Background: an optimization exercise with open tools, aiming at small area. Do not read the settings as production practice. In this exercise RTL edits were held to simulation tests only and were not proved equivalent to the original. No activity file was given, so power comes from the tool's default toggle rates.

==> flow/design.v (excerpt) <==
module EmbeddedReceiver #(
        parameter int   board   = 2,
        parameter int Ki =     2,
        parameter int Kp =   500,
        parameter int K0 = 335544
    )(
        input  logic        clk_i,
        input  logic        reset_i,
        input  logic        data_i,
        output logic        error_o,
        output logic        trigger_o,
        output logic [63:0] pulse_id_o
    );
    logic         word_tick, comma, error_8b10b;
    logic [7:0]   data_decoded;
    CDR_10b_8b #(.Ki(Ki), .Kp(Kp), .K0(K0)) cdr_10b_8b (
        .clk(clk_i), .reset(reset_i), .serial_i(data_i),
        .word_tick_o(word_tick), .data_o(data_decoded),
        .comma_o(comma), .error_o(error_8b10b));
    logic         frame_tick, tick_d, is_id, is_cfg, status, error_crc;
    logic [103:0] frame_data;
    FrameReceiver #(.board(board)) frame_receiver (
        .clk(clk_i), .reset(reset_i),
        .word_tick_i(word_tick), .comma_i(comma), .data_i(data_decoded),
        .error_i(error_8b10b),
        .frame_tick_o(frame_tick), .tick_d_o(tick_d), .is_id_o(is_id),
        .is_cfg_o(is_cfg), .status_o(status), .data_o(frame_data),
        .error_o(error_crc));
    always_ff @(posedge clk_i) begin
        if (reset_i | (frame_tick & is_id))
            pulse_id_o <= frame_data[63:0];
    end
    Trigger trigger_1 (
        .clk(clk_i), .reset(reset_i),
  ...
clock: 8.0 ns
lec_check: 0
cap_margin: 20
core_margin: 2
core_utilization: 40
cts_buf_list: sky130_fd_sc_hd__clkbuf_16
cts_cluster_diameter: 100
cts_cluster_size: 30
slew_margin: 20
standard.sh (not shown) runs the stock make flow with config.mk's settings and CLKGATE_MAP_FILE= SYNTH_SCRIPT=/design/flow/synth_recipe.tcl, a recipe that flattens the netlist after the stock synthesis.
==> flow/flow/run.sh <==
#!/bin/bash
set -euo pipefail
rm -rf scripts_own
cp -r "$FLOW_HOME/scripts" scripts_own
cp flow/abc_map.script scripts_own/abc_speed.script
export BUFFER_PORTS_ARGS="-buffer_cell sky130_fd_sc_hd__buf_1"
export CTS_ARGS="-sink_clustering_enable -repair_clock_nets -dont_use_dummy_load -sink_clustering_size 40 -sink_clustering_max_diameter 70 -buf_list sky130_fd_sc_hd__clkbuf_16"
bash standard.sh SCRIPTS_DIR="$PWD/scripts_own" finish > standard.log 2>&1
==> flow/flow/abc_map.script <==
strash
dch
amap
topo
stime -c
Next try:
==> flow/flow/run.sh (replaced) <==
#!/bin/bash
set -euo pipefail
rm -rf scripts_own
cp -r "$FLOW_HOME/scripts" scripts_own
cp flow/abc_map.script scripts_own/abc_speed.script
export BUFFER_PORTS_ARGS="-buffer_cell sky130_fd_sc_hd__buf_1"
export CTS_ARGS="-sink_clustering_enable -repair_clock_nets -dont_use_dummy_load -sink_clustering_size 30 -sink_clustering_max_diameter 100 -buf_list sky130_fd_sc_hd__clkbuf_16"
bash standard.sh SCRIPTS_DIR="$PWD/scripts_own" finish > standard.log 2>&1
==> flow/flow/abc_map.script (replaced) <==
strash
&get -n
&deepsyn -T 60
&put
dch
amap
topo
stime -c
Effect:
- The changed run produced a clean layout
- sequential cell count stays the same
- hold slack is better by 0.015 ns
- die area is lower slightly
- non-clock buffer count increases by 12
- wire length goes up slightly
- utilization falls by 0.15 points
- combinational power is lower by roughly a tenth
- total power shrinks by a little under a tenth

---

## job 2761
EmbeddedReceiver again, from the RTL that the note above started with.
clock: 8.0 ns
lec_check: 0
cap_margin: 0
core_margin: 2
core_utilization: 70
place_density: 0.8
slew_margin: 0
==> flow/flow/run.sh <==
#!/bin/bash
set -euo pipefail
rm -rf scripts_own
cp -r "$FLOW_HOME/scripts" scripts_own
cp flow/abc_map.script scripts_own/abc_speed.script
export BUFFER_PORTS_ARGS="-buffer_cell sky130_fd_sc_hd__buf_1"
export CTS_ARGS="-sink_clustering_enable -repair_clock_nets -dont_use_dummy_load -sink_clustering_size 30 -sink_clustering_max_diameter 100 -buf_list sky130_fd_sc_hd__clkbuf_16"
bash standard.sh SCRIPTS_DIR="$PWD/scripts_own" finish > standard.log 2>&1
==> flow/flow/abc_map.script <==
strash
dch
amap
topo
stime -c
Job 2761 did not stop at any stage, and its layout met the timing, DRC and antenna checks.
What job 9730 does differently from job 2761 at the input level:
# job 2761
export LEC_CHECK = 0
export CAP_MARGIN = 0
export CORE_MARGIN = 2
export CORE_UTILIZATION = 70
export PLACE_DENSITY = 0.8
export SLEW_MARGIN = 0
create_clock -name core_clock -period 8.0 [get_ports {clk_i}]
# job 9730
export LEC_CHECK = 0
export CAP_MARGIN = 0
export CORE_MARGIN = 2
export CORE_UTILIZATION = 60
export PLACE_DENSITY = 0.7
export SLEW_MARGIN = 0
create_clock -name core_clock -period 8.0 [get_ports {clk_i}]
--- a/flow/flow/run.sh
+++ b/flow/flow/run.sh
@@ -7 +7 @@
-export CTS_ARGS="-sink_clustering_enable -repair_clock_nets -dont_use_dummy_load -sink_clustering_size 30 -sink_clustering_max_diameter 100 -buf_list sky130_fd_sc_hd__clkbuf_16"
+export CTS_ARGS="-sink_clustering_enable -repair_clock_nets -dont_use_dummy_load -sink_clustering_size 35 -sink_clustering_max_diameter 80 -buf_list sky130_fd_sc_hd__clkbuf_16"
## What came out
Compared with job 2761, first-pass GRT wire length in job 9730 decreased by a few percent. Job 9730 vs. job 2761: register-to-register slack went up, power did not really move, shortest clock period the worst path allows after layout went down.
The inputs of job 1159 differ from those of job 9730 as listed below.
# job 9730
export LEC_CHECK = 0
export CAP_MARGIN = 0
export CORE_MARGIN = 2
export CORE_UTILIZATION = 60
export PLACE_DENSITY = 0.7
export SLEW_MARGIN = 0
create_clock -name core_clock -period 8.0 [get_ports {clk_i}]
# job 1159
export LEC_CHECK = 0
export CAP_MARGIN = 0
export CORE_MARGIN = 2
export CORE_UTILIZATION = 60
export CTS_BUF_LIST = sky130_fd_sc_hd__clkbuf_16
export CTS_CLUSTER_DIAMETER = 100
export CTS_CLUSTER_SIZE = 30
export PLACE_DENSITY = 0.7
export SLEW_MARGIN = 0
create_clock -name core_clock -period 8.0 [get_ports {clk_i}]
==> flow/run.sh (new file) <==
#!/bin/bash
# synth_recipe.tcl (not shown) runs the flow's synth.tcl, then flattens the netlist and writes it again
# the make line also repeats each setting of config.mk as NAME=value (left out here)
make -C /OpenROAD-flow-scripts/flow DESIGN_CONFIG=/design/flow/config.mk WORK_HOME=/design/flow/orfs CLKGATE_MAP_FILE= SYNTH_SCRIPT=/design/flow/synth_recipe.tcl finish
removed: flow/flow/run.sh
removed: flow/flow/abc_map.script
removed: flow/standard.sh
### Flow results
Job 1159 vs job 9730 on number of multi-input combinational cells: job 1159 is the higher one. In the flow results for job 9730 and job 1159, the number of buffers outside the clock class in the layout is larger on job 1159. The area growth from synthesis to layout on job 1159 is in line with that on job 9730. Relative to job 9730, the combinational power share of job 1159 is lower by 1.8 points. Job 1159 has met2 wire length above what job 9730 had. Between job 9730 and job 1159, clock tree buffer count of the final layout is higher for job 9730, job 1159 comes in under that.
Inputs modified between job 1159 and job 6747:
# job 1159
export LEC_CHECK = 0
export CAP_MARGIN = 0
export CORE_MARGIN = 2
export CORE_UTILIZATION = 60
export CTS_BUF_LIST = sky130_fd_sc_hd__clkbuf_16
export CTS_CLUSTER_DIAMETER = 100
export CTS_CLUSTER_SIZE = 30
export PLACE_DENSITY = 0.7
export SLEW_MARGIN = 0
create_clock -name core_clock -period 8.0 [get_ports {clk_i}]
# job 6747
export LEC_CHECK = 0
export CAP_MARGIN = 0
export CORE_MARGIN = 2
export CORE_UTILIZATION = 75
export PLACE_DENSITY = 0.85
export SLEW_MARGIN = 0
create_clock -name core_clock -period 8.0 [get_ports {clk_i}]
==> flow/flow/run.sh (new file) <==
#!/bin/bash
set -euo pipefail
rm -rf scripts_own
cp -r "$FLOW_HOME/scripts" scripts_own
cp flow/abc_map.script scripts_own/abc_speed.script
export BUFFER_PORTS_ARGS="-buffer_cell sky130_fd_sc_hd__buf_1"
export CTS_ARGS="-sink_clustering_enable -repair_clock_nets -dont_use_dummy_load -sink_clustering_size 30 -sink_clustering_max_diameter 100 -buf_list sky130_fd_sc_hd__clkbuf_16"
bash standard.sh SCRIPTS_DIR="$PWD/scripts_own" finish > standard.log 2>&1
==> flow/flow/abc_map.script (new file) <==
strash
dch
amap
topo
stime -c
==> flow/standard.sh (new file) <==
#!/bin/bash
# synth_recipe.tcl (not shown) runs the flow's synth.tcl, then flattens the netlist and writes it again
# the make line also repeats each setting of config.mk as NAME=value (left out here)
make -C /OpenROAD-flow-scripts/flow DESIGN_CONFIG=/design/flow/config.mk WORK_HOME=/design/flow/orfs CLKGATE_MAP_FILE= SYNTH_SCRIPT=/design/flow/synth_recipe.tcl "${@:-finish}"
removed: flow/run.sh
==> results.txt <==
Delta (job 6747 minus job 1159): post-layout worst setup margin now smaller; share of cell area taken by multi-input logic gates now smaller; largest incremental delay on the critical path now smaller; first-iteration DRC count now larger. Summary of job 6747 over job 1159: fmax lost about 6%, global routing usage on met2 up 16 points, post-layout minimum cycle time moved up, actual transition at the worst max-transition pin now larger.
The following lists how job 9946 was set up differently from job 6747:
# job 6747
export LEC_CHECK = 0
export CAP_MARGIN = 0
export CORE_MARGIN = 2
export CORE_UTILIZATION = 75
export PLACE_DENSITY = 0.85
export SLEW_MARGIN = 0
create_clock -name core_clock -period 8.0 [get_ports {clk_i}]
# job 9946
export LEC_CHECK = 0
export CAP_MARGIN = 0
export CORE_MARGIN = 2
export CORE_UTILIZATION = 60
export PLACE_DENSITY = 0.7
export SLEW_MARGIN = 0
create_clock -name core_clock -period 8.0 [get_ports {clk_i}]
==> flow/flow/abc_map.script <==
strash
&get -n
&deepsyn -T 60
&put
dch
amap
topo
stime -c
Findings:
Measured against each other, job 9946 and job 6747 differ in power per unit of standard cell area, the higher figure coming from job 6747. Count of multi-input combinational gates in job 9946 is 49 lower than in job 6747. Looking at arrival time reported for the critical path endpoint, job 9946 sits below job 6747. As of job 9946, post-synthesis area per instance had fallen slightly compared to job 6747. The net switching power of the design in job 9946 is 0.935 times that in job 6747. Diff job 6747 -> job 9946: final worst-path setup slack moved up; worst hold margin moved up. Per the comparison of job 9946 with job 6747, distinct cell type count after synthesis down 1, total power down 3.6%, maximum frequency up 1.8%, cell area after layout up about 0.34%.

---

job 4916:
EmbeddedReceiver again, from the RTL that the note above started with.
Settings: LEC_CHECK=0, CAP_MARGIN=0, CORE_MARGIN=2, CORE_UTILIZATION=60, PLACE_DENSITY=0.7, SLEW_MARGIN=0; clock period 8.0 ns.
==> flow/flow/run.sh <==
#!/bin/bash
set -euo pipefail
rm -rf scripts_own
cp -r "$FLOW_HOME/scripts" scripts_own
cp flow/abc_map.script scripts_own/abc_speed.script
export BUFFER_PORTS_ARGS="-buffer_cell sky130_fd_sc_hd__buf_1"
export CTS_ARGS="-sink_clustering_enable -repair_clock_nets -dont_use_dummy_load -sink_clustering_size 30 -sink_clustering_max_diameter 150 -buf_list sky130_fd_sc_hd__clkbuf_16"
bash standard.sh SCRIPTS_DIR="$PWD/scripts_own" finish > standard.log 2>&1
==> flow/flow/abc_map.script <==
strash
dch
amap
topo
stime -c
Edits applied to the flow inputs when going from job 4916 to job 9290:
==> flow/flow/run.sh <==
#!/bin/bash
set -euo pipefail
rm -rf scripts_own
cp -r "$FLOW_HOME/scripts" scripts_own
cp flow/abc_map.script scripts_own/abc_speed.script
export BUFFER_PORTS_ARGS="-buffer_cell sky130_fd_sc_hd__buf_1"
export CTS_ARGS="-sink_clustering_enable -repair_clock_nets -dont_use_dummy_load -sink_clustering_size 30 -sink_clustering_max_diameter 100 -buf_list sky130_fd_sc_hd__clkbuf_16"
bash standard.sh SCRIPTS_DIR="$PWD/scripts_own" finish > standard.log 2>&1
- As of job 9290, met1 wire length had risen slightly compared to job 4916.
- Per the comparison of job 9290 with job 4916, worst hold margin went down 0.0061 ns, number of nets in the layout ~0 delta.
- Reported for job 4916 and job 9290, area of the die turned out identical to the last digit.
- Job 9290 vs. job 4916: fraction of the cycle the final worst path needs went down by 0.29 points.
- In job 9290 relative to job 4916, via count had gone down slightly.
- Job 9290 was carried through to the last stage, and its layout satisfied the timing, DRC and antenna checks.
- Summary of job 9290 over job 4916: via density per instance fell by about 0.4%; power per cell area level; power barely changed; total nets after synthesis shows no meaningful change.
- Fmax: job 9290 above job 4916
--- input diff job 9290..job 9880 ---
- changing CORE_UTILIZATION from 60 to 40
- changing CAP_MARGIN from 0 to 20
- setting CTS_CLUSTER_SIZE to 30 for the first time
- setting CTS_CLUSTER_DIAMETER to 100 for the first time
- changing SLEW_MARGIN from 0 to 20
- removing PLACE_DENSITY (formerly 0.7)
- setting CTS_BUF_LIST to sky130_fd_sc_hd__clkbuf_16 for the first time
Of job 9880 and job 9290, job 9880 shows the higher growth of design area from synthesis to finish, with job 9290 below it. Job 9880 ended with every stage complete and zero timing, DRC or antenna violations. The final worst slack number comes out higher for job 9880 vs job 9290. Diff job 9290 -> job 9880: overall power after layout rose by 3.6%; share of total power in combinational logic rose by 0.6 points; sequential share of layout area shows a reduction of 0.98 points; well tap count has increased.
## Diff of input files: job 5653 against job 9880
- CAP_MARGIN: 20 -> 0
- CTS_CLUSTER_DIAMETER: 100 -> unset
- SLEW_MARGIN: 20 -> 0
- CORE_UTILIZATION: 40 -> 60
- CTS_CLUSTER_SIZE: 30 -> unset
- PLACE_DENSITY: unset -> 0.7
- CTS_BUF_LIST: sky130_fd_sc_hd__clkbuf_16 -> unset
==> flow/flow/abc_map.script <==
strash
dc2
dc2
dch -f
amap
topo
stime -c
--- outcome ---
Job 5653 went all the way through the flow, and no timing, DRC or antenna check failed.
Compared with job 9880, in job 5653 via count was more or less identical, overall global routing resource usage higher, shortest clock period the worst path allows after layout has increased, fraction of met2 tracks used by global routing grew by 15 points, routed wire length shrank by about 4.7%.
Against job 9880, the final cell area of job 5653 is lower.
| cell count after synthesis | job 5653 vs job 9880 | ≈ equal |

---

Another version of the RTL of EmbeddedReceiver (not shown whole).
Size in the first run: roughly 510 flip-flops, about 69 I/O pins, roughly 24000 um2 of cells after synthesis.
==> flow/design.v (excerpt) <==
module EmbeddedReceiver #(
        parameter int   board   = 2,
        parameter int Ki =     2,
        parameter int Kp =   500,
        parameter int K0 = 335544
    )(
        input  logic        clk_i,
        input  logic        reset_i,
        input  logic        data_i,
        output logic        error_o,
        output logic        trigger_o,
        output logic [63:0] pulse_id_o
    );
clock: 8.0 ns
lec_check: 0
cap_margin: 20
core_margin: 2
core_utilization: 40
cts_buf_list: sky130_fd_sc_hd__clkbuf_16
cts_cluster_diameter: 100
cts_cluster_size: 30
slew_margin: 20
==> flow/flow/run.sh <==
#!/bin/bash
set -euo pipefail
rm -rf scripts_own
cp -r "$FLOW_HOME/scripts" scripts_own
cp flow/abc_map.script scripts_own/abc_speed.script
export BUFFER_PORTS_ARGS="-buffer_cell sky130_fd_sc_hd__buf_1"
export CTS_ARGS="-sink_clustering_enable -repair_clock_nets -dont_use_dummy_load -sink_clustering_size 40 -sink_clustering_max_diameter 60 -buf_list sky130_fd_sc_hd__clkbuf_16"
bash standard.sh SCRIPTS_DIR="$PWD/scripts_own" finish > standard.log 2>&1
==> flow/flow/abc_map.script <==
strash
dch
amap
topo
stime -c
The starting point produced a layout that fails on setup timing.
Rerun with:
--- a/flow/flow/run.sh
+++ b/flow/flow/run.sh
@@ -7 +7 @@
-export CTS_ARGS="-sink_clustering_enable -repair_clock_nets -dont_use_dummy_load -sink_clustering_size 40 -sink_clustering_max_diameter 60 -buf_list sky130_fd_sc_hd__clkbuf_16"
+export CTS_ARGS="-sink_clustering_enable -repair_clock_nets -dont_use_dummy_load -sink_clustering_size 30 -sink_clustering_max_diameter 100 -buf_list sky130_fd_sc_hd__clkbuf_16"
==> flow/flow/abc_map.script (replaced) <==
strash
&get -n
&deepsyn -T 60
&put
dch
amap
topo
stime -c
The changed run reached the layout checks and failed them: setup timing.
Design area stays flat.
Synthesized cell count rises by 1.4%.
Non-clock buffer count rises by 42.
Worst setup slack got worse by 0.16 ns.

static timing again, ports no longer ideal:
In the flow no input, the clock included, has a driving cell. The finished layouts below were timed again as built, in two steps. Step 1 assumes that a clkbuf_16 drives the clock port and a buf_2 every other input. Step 2 moves the port delays by t, midway between the first and last clock arrival at a register: inputs arrive t later, outputs are due t later. That takes back most of the time a late clock gives input paths. a / b / c = ideal ports / drivers / drivers and shift; a / b = the first two.
| run | shift t [ns] | setup slack, ns | worst setup path at the end | clock arrival spread, ns |
|---|---|---|---|---|
| the first run of note 1 | 0.611 | 0.622 / 0.622 / 0.622 | register to register | 0.090 / 0.090 |
| the second run of note 1 | 0.609 | 0.541 / 0.541 / 0.541 | register to register | 0.066 / 0.065 |
| job 2761 | 0.592 | 0.216 / 0.216 / 0.216 | register to register | 0.070 / 0.069 |
| job 9730 | 0.621 | 0.518 / 0.518 / 0.518 | register to register | 0.078 / 0.078 |
| job 1159 | 0.631 | 0.893 / 0.893 / 0.893 | register to register | 0.028 / 0.029 |
| job 6747 | 0.599 | 0.421 / 0.421 / 0.421 | register to register | 0.068 / 0.068 |
| job 9946 | 0.609 | 0.555 / 0.555 / 0.555 | register to register | 0.059 / 0.059 |
| job 4916 | 0.591 | 0.501 / 0.501 / 0.501 | register to register | 0.072 / 0.072 |
| job 9290 | 0.611 | 0.525 / 0.525 / 0.525 | register to register | 0.047 / 0.047 |
| job 9880 | 0.631 | 0.607 / 0.607 / 0.607 | register to register | 0.070 / 0.069 |
| job 5653 | 0.599 | 0.460 / 0.460 / 0.460 | register to register | 0.027 / 0.027 |
| the first run of note 4 | 0.621 | -0.883 / -0.883 / -0.883 | register to register | 0.070 / 0.069 |
| the second run of note 4 | 0.619 | -1.043 / -1.043 / -1.043 | register to register | 0.044 / 0.044 |
